This design comes from an exercise in tuning for small area and a short achievable clock period on the open sky130 flow, not from production work.
Function was checked by simulation only, so behaviour that the tests miss may differ from the original.
Power is estimated from default activity; no workload was simulated.

Design sigmoid, start of the top module:
module sigmoid(
	input wire clk,
	input wire reset,
	input wire enable,
	input wire [17:0] x1,
	output reg [15:0] fixed_op
	);
Size in the first run: ~480 cells after synthesis, roughly 14 flip-flops, roughly 37 I/O pins, ~0.0031 mm2 of cells after synthesis.
==> flow/config.mk <==
export PLATFORM = sky130hd
export DESIGN_NAME = sigmoid
export DESIGN_NICKNAME = sigmoid
export VERILOG_FILES = /design/flow/design.v
export SDC_FILE = /design/flow/constraint.sdc
export NUM_CORES = 4
export LEC_CHECK = 0
export ABC_AREA = 1
export CAP_MARGIN = 20
export CORE_MARGIN = 2
export CORE_UTILIZATION = 60
export CTS_BUF_LIST = sky130_fd_sc_hd__clkbuf_4
export SLEW_MARGIN = 50
export SYNTH_HIERARCHICAL = 1
==> flow/constraint.sdc <==
create_clock -name core_clock -period 14.0 [get_ports {clk}]
set_input_delay 2.8000 -clock core_clock [delete_from_list [all_inputs] [get_ports {clk}]]
set_output_delay 2.8000 -clock core_clock [all_outputs]
set_load 0.01 [all_outputs]
standard.sh (not shown) runs the stock make flow with config.mk's settings and CLKGATE_MAP_FILE= SYNTH_SCRIPT=/design/flow/synth_recipe.tcl, a recipe that flattens the netlist after the stock synthesis.
==> flow/flow/run.sh <==
#!/bin/bash
# The standard layout, with plain buffers (buf_1) on the ports instead of the
# default delay-cell buffers.  The make output goes to standard.log; ORFS keeps
# each step's log under orfs/logs/.
set -euo pipefail
bash standard.sh BUFFER_PORTS_ARGS="-buffer_cell sky130_fd_sc_hd__buf_1" finish > standard.log 2>&1
Rerun with:
- SLEW_MARGIN: 50 -> 70
Power rises slightly. Utilization rises by 0.52 points. Synthesized cell count stays the same. First-iteration DRC count falls by a few percent. Worst setup slack gets better by 0.055 ns. Hold slack hardly moves.
Rerun with:
==> flow/flow/run.sh (replaced) <==
#!/bin/bash
# The standard layout, with two changes:
#  - plain buffers (buf_2) on the ports instead of the default delay-cell buffers;
#  - synthesis runs flow/synth.tcl: synth_recipe.tcl unchanged except that the
#    two-input XOR cells (module sigmoid_xor) are mapped by ABC with an
#    area-only script (flow/xor_area.abc), so they become xor2 cells.
# The make output goes to standard.log; ORFS keeps each step's log under orfs/logs/.
set -euo pipefail
F=$(pwd)/flow
bash standard.sh SYNTH_SCRIPT=$F/synth.tcl MY_XOR_ABC_SCRIPT=$F/xor_area.abc \
  BUFFER_PORTS_ARGS="-buffer_cell sky130_fd_sc_hd__buf_2" finish > standard.log 2>&1
==> flow/flow/synth.tcl (new file) <==
proc synth {args} { yosys synth -nofsm -noshare {*}$args }
# synth_recipe.tcl, except that ABC maps the XOR cells (module sigmoid_xor)
# with an area-only script and everything else with the flow's own script.
proc abc {args} {
  set mod_args $args
  set i [lsearch -exact $mod_args -script]
  lset mod_args [expr {$i + 1}] $::env(MY_XOR_ABC_SCRIPT)
  yosys select sigmoid_xor
  yosys abc {*}$mod_args
  yosys select * sigmoid_xor %d
  yosys abc {*}$args
  yosys select -clear
}
source $::env(SCRIPTS_DIR)/synth.tcl
# left out here: clear keep_hierarchy, flatten, clean up, hide names made inside functions, write 1_2_yosys.v
==> flow/flow/xor_area.abc (new file) <==
strash
map -a
- SLEW_MARGIN: 70 -> 60
The changed run went through all stages and came out clean.
Synthesized cell count came out lower by 11%.
Routed wire length is lower by 7.1%.
Global-route usage rose by 1.1 points.
Worst setup slack improved by 0.024 ns.
Sequential cell count does not change.
Synthesized area is lower by 4.2%.
Total power is about the same.
Design area falls by 3.6%.
Sequential power increases by 4.8%.
Sequential share of layout area rises by 0.40 points.
Core utilization rises by 1.5 points.
Rerun with:
==> flow/flow/run.sh (replaced) <==
#!/bin/bash
# The standard layout, with two changes:
#  - plain buffers (buf_1) on the ports instead of the default delay-cell buffers;
#  - synthesis runs flow/synth.tcl: synth_recipe.tcl unchanged except that the
#    two-input XOR cells (module sigmoid_xor) are mapped by ABC with an
#    area-only script (flow/xor_area.abc), so they become xor2 cells.
# The make output goes to standard.log; ORFS keeps each step's log under orfs/logs/.
set -euo pipefail
F=$(pwd)/flow
bash standard.sh SYNTH_SCRIPT=$F/synth.tcl MY_XOR_ABC_SCRIPT=$F/xor_area.abc \
  BUFFER_PORTS_ARGS="-buffer_cell sky130_fd_sc_hd__buf_1" finish > standard.log 2>&1
- CAP_MARGIN: 20 -> 60
- setup slack is worse by 0.11 ns
- via count is lower slightly
- first-iteration DRC count is higher by a quarter to a third
- wire length is higher by a few percent
- clock-buffer cell count is unchanged
- final area is lower slightly
- cell count is about the same
- hold slack is better by 0.0069 ns
- flip-flop and latch count does not change
- synthesized area stays the same
- register-to-register slack stays flat

[separate check: timing with driven ports]
The flow's constraints put no driver on any port. The routed layouts listed below were extracted and timed again, unchanged, in two steps.
Step 1 sets driving cells, clkbuf_16 on the clock port and buf_2 on the other inputs (assumed; they add their load-dependent delay and slew).
Step 2 also shifts input and output timing later by t, the mid clock arrival at the registers, as if the neighbouring blocks saw the same clock.
a / b / c = no drivers / after step 1 / after step 2; a / b = the first two.
run | t (ns) | slack for setup (ns) | worst setup path after step 2 | worst data-port slew with drivers (ns) | cell pins on the clock port's net
the first run | 0.296 | 6.834 / 6.833 / 6.537 | input to register | 0.03 | 1
the second run | 0.295 | 6.889 / 6.882 / 6.587 | input to register | 0.03 | 1
the third run | 0.299 | 6.912 / 6.916 / 6.616 | input to register | 0.03 | 1
the fourth run | 0.296 | 6.804 / 6.798 / 6.502 | input to register | 0.03 | 1
After both steps setup and hold are still met in every run listed.
